Source: an optimization exercise on an open RTL-to-GDS flow (aim: small area and a short achievable clock period). Production flows keep margins and buffers that such runs may drop. At most, simulation tests tie the RTL to the original design; equivalence was not proved. Power is estimated from default activity; no workload was simulated.

==> v37 <==
// SIMD
module SIMD(clk,rst,opcode,funct3,funct7,rd_data1,rd_data2,rd_data3,w_add,immed,instrc_add,wr_add,wr_data);
input clk;
input rst;
input [6:0] opcode;
input [2:0] funct3;
input [6:0] funct7;
input [15:0] rd_data1;
input [15:0] rd_data2;
input [15:0] rd_data3;
input [4:0] w_add;
input [11:0] immed;
output [6:0] instrc_add;
output [4:0] wr_add;
output [15:0] wr_data;
wire alu = (opcode == 7'b0111011);
wire mac = (opcode == 7'b1001011);
wire shl = (opcode == 7'b0100011) | (opcode == 7'b1010011);
wire shr = (opcode == 7'b1100011);
wire m16 = (funct3 == 3'b001);
wire m8  = (funct3 == 3'b010);
wire m4  = (funct3 == 3'b100);
wire op_add  = alu & (funct7 == 7'b0000000);
wire op_sub  = alu & (funct7 == 7'b0100000);
wire op_mul  = alu & (funct7 == 7'b1000001);
wire op_mulh = alu & (funct7 == 7'b1000010);
wire op_madd  = mac & (funct7[1:0] == 2'b01);
wire op_maddh = mac & (funct7[1:0] == 2'b10);
wire op_and = alu & (funct7 == 7'b0001000);
wire op_or  = alu & (funct7 == 7'b0010000);
wire op_xor = alu & (funct7 == 7'b0011000);
wire op_not = alu & (funct7 == 7'b0110000);
wire lov = op_add | op_sub | op_mul | op_madd;    
wire hiv = op_mulh | op_maddh;                    
wire [15:0] imm = {{4{immed[10]}}, immed};
wire [3:0] k = imm[3:0];
wire shz = |imm[15:4];                            
wire k0 = (k == 4'd0);
wire lg = op_and | op_or | op_xor | op_not;
wire sel_lo16 = lg | (m16 & lov) | shl | (shr & k0);
wire sel_hi16 = (m16 & hiv) | (shr & ~k0);
wire ar = opcode[3];                   
wire bmul = opcode[6] | funct7[6];     
wire blog = funct7[4] | funct7[3];     
wire addsub = ar & ~bmul & ~blog;
wire sub = addsub & funct7[5];
wire sgn = ar & ~opcode[6] & funct7[6] & funct7[1];    
wire s4 = sgn & funct3[2];
wire s8 = sgn & funct3[1];
wire s16 = sgn & funct3[0];
  ...
==> flow/config.mk <==
export PLATFORM = sky130hd
export DESIGN_NAME = SIMD
export DESIGN_NICKNAME = SIMD
export VERILOG_FILES = /design/flow/design.v
export SDC_FILE = /design/flow/constraint.sdc
export NUM_CORES = 4
export LEC_CHECK = 0
export CAP_MARGIN = 20
export CORE_MARGIN = 2
export CORE_UTILIZATION = 75
export SETUP_SLACK_MARGIN = 4
export SLEW_MARGIN = 20
export SYNTH_HIERARCHICAL = 1
export SYNTH_MINIMUM_KEEP_SIZE = 0
==> flow/constraint.sdc <==
create_clock -name core_clock -period 10.6 [get_ports {clk}]
set_input_delay 2.1200 -clock core_clock [delete_from_list [all_inputs] [get_ports {clk}]]
set_output_delay 2.1200 -clock core_clock [all_outputs]
set_load 0.01 [all_outputs]
run.sh (not shown) runs the stock make flow with config.mk's settings and CLKGATE_MAP_FILE= SYNTH_SCRIPT=/design/flow/synth_recipe.tcl, a recipe that flattens the netlist after the stock synthesis.
==> inputs of v28, as changes to v37 <==
--- a/flow/config.mk
+++ b/flow/config.mk
@@ -8,5 +8,5 @@
 export CAP_MARGIN = 20
 export CORE_MARGIN = 2
-export CORE_UTILIZATION = 75
+export CORE_UTILIZATION = 60
 export SETUP_SLACK_MARGIN = 4
 export SLEW_MARGIN = 20
==> comparison <==
In area after synthesis, v37 and v28 do not differ. v28 finished clean. v37 ended with an error in 5_1_grt (GRT-0116). In synthesized cell count, v28 and v37 do not differ.
Function was not checked in any run of this note: the RTL went through the layout flow alone.

========
==> inputs of 05-12 <==
SIMD, a different RTL version from the one above (not shown whole).
export LEC_CHECK = 0
export CAP_MARGIN = 20
export CORE_MARGIN = 2
export CORE_UTILIZATION = 40
export SLEW_MARGIN = 20
create_clock -name core_clock -period 10.6 [get_ports {clk}]
==> 01-06 (differences from 05-12) <==
--- a/flow/design.v
+++ b/flow/design.v
@@ -867,29 +867,22 @@
     end else begin
         pc <= pc + 5'd1;
         wr_add_r <= w_add;
     end
 end
 assign instrc_add = {pc, 2'b00};
 assign wr_add = wr_add_r;
-wire [31:0] nx = tx | {16'h0000, lres};
-reg [31:0] rx, ry;
-reg r_k8, r_k16;
-reg [5:0] rsel;
-always @(posedge clk) begin
-    rx <= nx;
-    ry <= ty;
-    r_k8 <= p8;
-    r_k16 <= p16;
-    if (!rst) rsel <= 6'd0;
-    else rsel <= {m4 & hi, m4 & ~hi & ~lg, m8 & hi, m8 & ~hi & ~lg, m16 & hi, lg | (m16 & ~hi)};
-end
-wire [34:0] gx = {rx[31:24], r_k8, rx[23:16], r_k16, rx[15:8], r_k8, rx[7:0]};
-wire [34:0] gy = {ry[31:24], 1'b0, ry[23:16], 1'b0, ry[15:8], 1'b0, ry[7:0]};
+wire [34:0] gx = {tx[31:24], p8, tx[23:16], p16, tx[15:8], p8, tx[7:0]};
+wire [34:0] gy = {ty[31:24], 1'b0, ty[23:16], 1'b0, ty[15:8], 1'b0, ty[7:0]};
 wire [34:0] gs = gx + gy;
 wire [31:0] P = {gs[34:27], gs[25:18], gs[16:9], gs[7:0]};
-wire [15:0] res = ({16{rsel[0]}} & P[15:0]) | ({16{rsel[1]}} & P[31:16]) |
-                  ({16{rsel[2]}} & {P[23:16], P[7:0]}) | ({16{rsel[3]}} & {P[31:24], P[15:8]}) |
-                  ({16{rsel[4]}} & {P[27:24], P[19:16], P[11:8], P[3:0]}) |
-                  ({16{rsel[5]}} & {P[31:28], P[23:20], P[15:12], P[7:4]});
-assign wr_data = res;
+wire [15:0] res = ({16{m16 & ~hi}} & P[15:0]) | ({16{m16 & hi}} & P[31:16]) |
+                  ({16{m8 & ~hi}} & {P[23:16], P[7:0]}) | ({16{m8 & hi}} & {P[31:24], P[15:8]}) |
+                  ({16{m4 & ~hi}} & {P[27:24], P[19:16], P[11:8], P[3:0]}) |
+                  ({16{m4 & hi}} & {P[31:28], P[23:20], P[15:12], P[7:4]});
+reg [15:0] wr_data_r;
+always @(posedge clk) begin
+    if (!rst) wr_data_r <= 16'h0000;
+    else wr_data_r <= res | lres;
+end
+assign wr_data = wr_data_r;
 endmodule
==> run summary <==
| metric | 01-06 | 05-12 |
|---|---|---|
| Vias | 13,100 | 13,200 |
| Worst-case setup margin in the final layout | 0.470 ns | 2.08 ns |
| Proportion of synthesized area in mux cells | 5.46% | 2.81% |
| Global Route met1 Usage | 42.9% | 37.9% |
| Tightest hold margin | 0.461 ns | 0.481 ns |
| Timing startpoint of the critical path | funct3[0] | opcode[6] |
| Period Utilization, post-route | 95.6% | 80.4% |
| Final weighted congestion in routability-driven placement | 0.984 | 1.02 |
| Std-Cell Rows | 67 | 70 |
| Sequential group share of total power | 24.7% | 37.0% |
| Combinational power | 195 uW | 192 uW |
| Outcome | finished clean | finished clean |
| Parity-gate share of the synthesized area counting xor and xnor cells | 5.61% | 5.25% |
| Overall power after layout | 409 uW | 848 uW |
| Most common cell in the synthesized netlist | sky130_fd_sc_hd__inv_1 | sky130_fd_sc_hd__fa_1 |
| Multi-input combinational gate total | 1,320 | 1,368 |
| Placed wire-length estimate after detailed placement | 45,200 um | 43,300 um |
| Timing-limited maximum frequency | 98.7 MHz | 117 MHz |
Function was not checked in any run of this note: the RTL went through the layout flow alone.

========
==> job 7548 <==
Another version of the RTL of SIMD (not shown whole).
Settings: LEC_CHECK=0, CAP_MARGIN=20, CORE_MARGIN=2, CORE_UTILIZATION=60, SETUP_SLACK_MARGIN=4, SLEW_MARGIN=20, SYNTH_HIERARCHICAL=1, SYNTH_MINIMUM_KEEP_SIZE=0; clock period 10.6 ns.
==> job 773 (differences from job 7548) <==
--- a/flow/design.v
+++ b/flow/design.v
@@ -33,14 +33,14 @@
 wire hiv = op_mulh | op_maddh;                    
 wire [15:0] imm = {{4{immed[10]}}, immed};
 wire [3:0] k = imm[3:0];
 wire shz = |imm[15:4];                            
 wire k0 = (k == 4'd0);
 wire lg = op_and | op_or | op_xor | op_not;
-wire sel_lo16 = lg | (m16 & lov) | shl | (shr & k0);
-wire sel_hi16 = (m16 & hiv) | (shr & ~k0);
+wire sel_lo16 = lg | (m16 & lov) | (shl & ~shz) | (shr & k0 & ~shz);
+wire sel_hi16 = (m16 & hiv) | (shr & ~k0 & ~shz);
 wire ar = opcode[3];                   
 wire bmul = opcode[6] | funct7[6];     
 wire blog = funct7[4] | funct7[3];     
 wire addsub = ar & ~bmul & ~blog;
 wire sub = addsub & funct7[5];
 wire sgn = ar & ~opcode[6] & funct7[6] & funct7[1];    
@@ -54,14 +54,16 @@
 wire i_8 = s8;
 wire i_8_16 = s8 | s16;
 wire u0 = sub;
 wire u8 = sub & funct3[2];
 wire u16 = sub & ~funct3[0];
 wire [15:0] a = rd_data1;
-wire [4:0] sha = shr ? 5'd16 - {1'b0, k} : {1'b0, k};
-wire [15:0] bsh = (16'h0001 << sha[3:0]) & {16{~shz & ~ar}};
+wire [15:0] kd = 16'h0001 << k;
+wire shsel_l = ~ar & ~(opcode[6] & opcode[5]);
+wire shsel_r = ~ar & opcode[6] & opcode[5];
+wire [15:0] bsh = ({16{shsel_l}} & kd) | ({16{shsel_r}} & {kd[1], kd[2], kd[3], kd[4], kd[5], kd[6], kd[7], kd[8], kd[9], kd[10], kd[11], kd[12], kd[13], kd[14], kd[15], kd[0]});
 wire [15:0] lane1 = {3'b000, funct3[2], 3'b000, ~funct3[0], 3'b000, funct3[2], 4'b0001};
 wire [15:0] b = ({16{ar & bmul}} & rd_data2) | ({16{addsub}} & lane1) | bsh;
 wire [15:0] b8 = b & {16{~funct3[2] | ~ar}};
 wire [15:0] b16 = b & {16{funct3[0] | ~ar}};
 wire [15:0] csrc = ({16{ar & opcode[6]}} & rd_data3) | ({16{addsub}} & (rd_data2 ^ {16{funct7[5]}}));
 wire [31:0] cc = {4'h0,
==> flow/flow/run.sh (new file) <==
#!/bin/bash
# The standard layout with two changes after synthesis (which is the
# standard one, unchanged): the port buffers that placement inserts start as
# buf_1 instead of the default delay buffer, and the resizer may swap a cell
# for one of another footprint.
set -e
bash standard.sh synth > synth.log 2>&1
export BUFFER_PORTS_ARGS="-buffer_cell sky130_fd_sc_hd__buf_1"
bash standard.sh MATCH_CELL_FOOTPRINT=0 finish > layout.log 2>&1
==> flow/standard.sh (new file) <==
#!/bin/bash
# synth_recipe.tcl (not shown) runs the flow's synth.tcl, then flattens the netlist and writes it again
# the make line also repeats each setting of config.mk as NAME=value (left out here)
make -C /OpenROAD-flow-scripts/flow DESIGN_CONFIG=/design/flow/config.mk WORK_HOME=/design/flow/orfs CLKGATE_MAP_FILE= SYNTH_SCRIPT=/design/flow/synth_recipe.tcl "${@:-finish}"
removed: flow/run.sh
==> job 3434 (differences from job 7548) <==
--- a/flow/design.v
+++ b/flow/design.v
@@ -33,14 +33,14 @@
 wire hiv = op_mulh | op_maddh;                    
 wire [15:0] imm = {{4{immed[10]}}, immed};
 wire [3:0] k = imm[3:0];
 wire shz = |imm[15:4];                            
 wire k0 = (k == 4'd0);
 wire lg = op_and | op_or | op_xor | op_not;
-wire sel_lo16 = lg | (m16 & lov) | shl | (shr & k0);
-wire sel_hi16 = (m16 & hiv) | (shr & ~k0);
+wire sel_lo16 = lg | (m16 & lov) | (shl & ~shz) | (shr & k0 & ~shz);
+wire sel_hi16 = (m16 & hiv) | (shr & ~k0 & ~shz);
 wire ar = opcode[3];                   
 wire bmul = opcode[6] | funct7[6];     
 wire blog = funct7[4] | funct7[3];     
 wire addsub = ar & ~bmul & ~blog;
 wire sub = addsub & funct7[5];
 wire sgn = ar & ~opcode[6] & funct7[6] & funct7[1];    
@@ -54,14 +54,16 @@
 wire i_8 = s8;
 wire i_8_16 = s8 | s16;
 wire u0 = sub;
 wire u8 = sub & funct3[2];
 wire u16 = sub & ~funct3[0];
 wire [15:0] a = rd_data1;
-wire [4:0] sha = shr ? 5'd16 - {1'b0, k} : {1'b0, k};
-wire [15:0] bsh = (16'h0001 << sha[3:0]) & {16{~shz & ~ar}};
+wire [15:0] kd = 16'h0001 << k;
+wire shsel_l = ~ar & ~(opcode[6] & opcode[5]);
+wire shsel_r = ~ar & opcode[6] & opcode[5];
+wire [15:0] bsh = ({16{shsel_l}} & kd) | ({16{shsel_r}} & {kd[1], kd[2], kd[3], kd[4], kd[5], kd[6], kd[7], kd[8], kd[9], kd[10], kd[11], kd[12], kd[13], kd[14], kd[15], kd[0]});
 wire [15:0] lane1 = {3'b000, funct3[2], 3'b000, ~funct3[0], 3'b000, funct3[2], 4'b0001};
 wire [15:0] b = ({16{ar & bmul}} & rd_data2) | ({16{addsub}} & lane1) | bsh;
 wire [15:0] b8 = b & {16{~funct3[2] | ~ar}};
 wire [15:0] b16 = b & {16{funct3[0] | ~ar}};
 wire [15:0] csrc = ({16{ar & opcode[6]}} & rd_data3) | ({16{addsub}} & (rd_data2 ^ {16{funct7[5]}}));
 wire [31:0] cc = {4'h0,
==> flow/flow/run.sh (new file) <==
#!/bin/bash
# The standard layout, with one change: the port buffers that placement
# inserts start as buf_1 instead of the default delay buffer (the resizer
# still sizes them as timing needs). Synthesis is the standard one, unchanged.
set -e
bash standard.sh synth > synth.log 2>&1
export BUFFER_PORTS_ARGS="-buffer_cell sky130_fd_sc_hd__buf_1"
export RECOVER_POWER=100
bash standard.sh > layout.log 2>&1
==> flow/standard.sh (new file) <==
#!/bin/bash
# synth_recipe.tcl (not shown) runs the flow's synth.tcl, then flattens the netlist and writes it again
# the make line also repeats each setting of config.mk as NAME=value (left out here)
make -C /OpenROAD-flow-scripts/flow DESIGN_CONFIG=/design/flow/config.mk WORK_HOME=/design/flow/orfs CLKGATE_MAP_FILE= SYNTH_SCRIPT=/design/flow/synth_recipe.tcl "${@:-finish}"
removed: flow/run.sh
==> run summary <==
metric	job 773	job 7548	job 3434
Clock transition at the registers of the reported paths	0.09 ns	0.06 ns	0.07 ns
Clock share of power	0.178	0.189	0.178
Length of routed met2 wiring	19.42 mm	19.38 mm	19.29 mm
Critical path's slowest cell	fa_1	fa_1	clkbuf_1
Clk pwr	325 µW	336 µW	319 µW
Largest stage delay on the critical path	0.48 ns	0.61 ns	1.97 ns
Proportion of power drawn by flip-flops and latches	0.236	0.235	0.240
Fin crit period	6.545 ns	6.728 ns	8.166 ns
Internal power	973.3 µW	1.014 mW	985.8 µW
Number of max-capacitance violations reported	0	0	2
Total core area	21150 µm²	21090 µm²	21150 µm²
Initial standard-cell utilization of the core	0.6161	0.6150	0.6161
Result of the run	complete, no violations	complete, no violations	failed layout checks
Layout check failures	-	-	capacitance limit, slew limit
Timing-limited maximum frequency	152.8 MHz	148.6 MHz	122.5 MHz
Number of non-clock buffers in the layout	153	188	154
GR met2 Demand/Resource	0.5991	0.6159	0.6072
Critical Path AT	6.79 ns	6.94 ns	8.35 ns
Die Outline Area	22920 µm²	22810 µm²	22920 µm²
Number of buffers added for setup after CTS	7	53	12
Number of cells in the finished layout apart from fillers	1705	1771	1704
Last element of the critical path	ry[20]$_DFF_P_	ry[20]$_DFF_P_	rx[15]$_DFF_P_
Wire length per cell	26.86 µm	25.43 µm	26.92 µm
Mux contribution to synthesized area	0	0.02084	0
Worst slew margin relative to its limit	0.2052	0.2402	-0.8614
No run of this note included a check of the RTL's function; only the layout flow was run.

========
==> run G: inputs <==
Another version of the RTL of SIMD (not shown whole).
## SIMD
module SIMD(clk,rst,opcode,funct3,funct7,rd_data1,rd_data2,rd_data3,w_add,immed,instrc_add,wr_add,wr_data);
export LEC_CHECK = 0
export CAP_MARGIN = 20
export CORE_MARGIN = 2
export CORE_UTILIZATION = 60
export CTS_BUF_LIST = sky130_fd_sc_hd__clkbuf_4 sky130_fd_sc_hd__clkbuf_8
export SETUP_SLACK_MARGIN = 4
export SLEW_MARGIN = 20
export SYNTH_HIERARCHICAL = 1
export SYNTH_MINIMUM_KEEP_SIZE = 0
create_clock -name core_clock -period 10.6 [get_ports {clk}]
standard.sh (not shown) runs the stock make flow with config.mk's settings and CLKGATE_MAP_FILE= SYNTH_SCRIPT=/design/flow/synth_recipe.tcl, a recipe that flattens the netlist after the stock synthesis.
==> flow/flow/run.sh <==
#!/bin/bash
# The standard layout with two changes after synthesis (which is the
# standard one, unchanged): the port buffers that placement inserts start as
# buf_1 instead of the default delay buffer, and the resizer may swap a cell
# for one of another footprint.
set -e
bash standard.sh synth > synth.log 2>&1
export BUFFER_PORTS_ARGS="-buffer_cell sky130_fd_sc_hd__buf_1"
bash standard.sh MATCH_CELL_FOOTPRINT=0 finish > layout.log 2>&1
==> run P: changes against run G <==
Settings changed: CTS_BUF_LIST sky130_fd_sc_hd__clkbuf_4 sky130_fd_sc_hd__clkbuf_8 to unset.
==> metrics.cfg <==
[power_and_ir_drop]
pwr-share-clk_pct=18.1
power.leakage_nw=6.516
p_seq_share_pct=23.7

[layout]
nNetsFinal=1782
utilization_pct=66.85

[worst_setup_path]
cp-startpoint=opcode[3]
crit_slowest_cell=a221o_4
crit_required_ps=10810
crit_path_max_incr_delay_ps=550

[global_route]
grt_pass1_vias=10770

[sta]
fin_skew_ps=7.045

[run_status]
status=finished clean

The numbers above come from run P.

==> metrics.cfg <==
[power_and_ir_drop]
p_seq_share_pct=24.9
pwr-share-clk_pct=14.0

[worst_setup_path]
crit_slowest_cell=fa_1
crit_required_ps=10830
cp-startpoint=immed[1]
crit_path_max_incr_delay_ps=490

[layout]
utilization_pct=66.27

[run_status]
status=finished clean

[sta]
fin_skew_ps=13.08

The numbers above come from run G.

separate check: timing with driven ports:
No port has a modelled driver above. Below, the same layouts with a new extraction and two added sets of constraints.
Step 1 assumes that a clkbuf_16 drives the clock port and a buf_2 every other input.
Step 2 also shifts input and output timing later by t, the mid clock arrival at the registers, as if the neighbouring blocks saw the same clock.
Slacks: ideal / step 1 / step 2; pairs: ideal / step 1.
run	shift t [ns]	setup WS [ns]	worst setup path at the end	worst register clock-pin slew, ns	worst data-port slew with drivers (ns)
v28	0.390	3.681 / 3.680 / 3.290	input to register	0.07 / 0.07	0.06
05-12	0.423	2.081 / 2.113 / 1.689	input to register	0.09 / 0.09	0.08
01-06	0.297	0.470 / 0.468 / 0.170	input to register	0.07 / 0.07	0.06
job 7548	0.367	3.872 / 3.890 / 3.523	input to register	0.07 / 0.07	0.06
job 773	0.397	4.055 / 4.073 / 3.676	input to register	0.09 / 0.09	0.07
job 3434	0.392	2.434 / 2.466 / 2.074	input to register	0.07 / 0.07	0.06
run G	0.399	4.060 / 4.076 / 3.677	input to register	0.11 / 0.11	0.04
run P	0.390	4.068 / 4.091 / 3.702	input to register	0.08 / 0.08	0.04
The setup slack of 05-12, which loses most, moves by +0.032 ns with the drivers and by -0.392 ns with both steps.
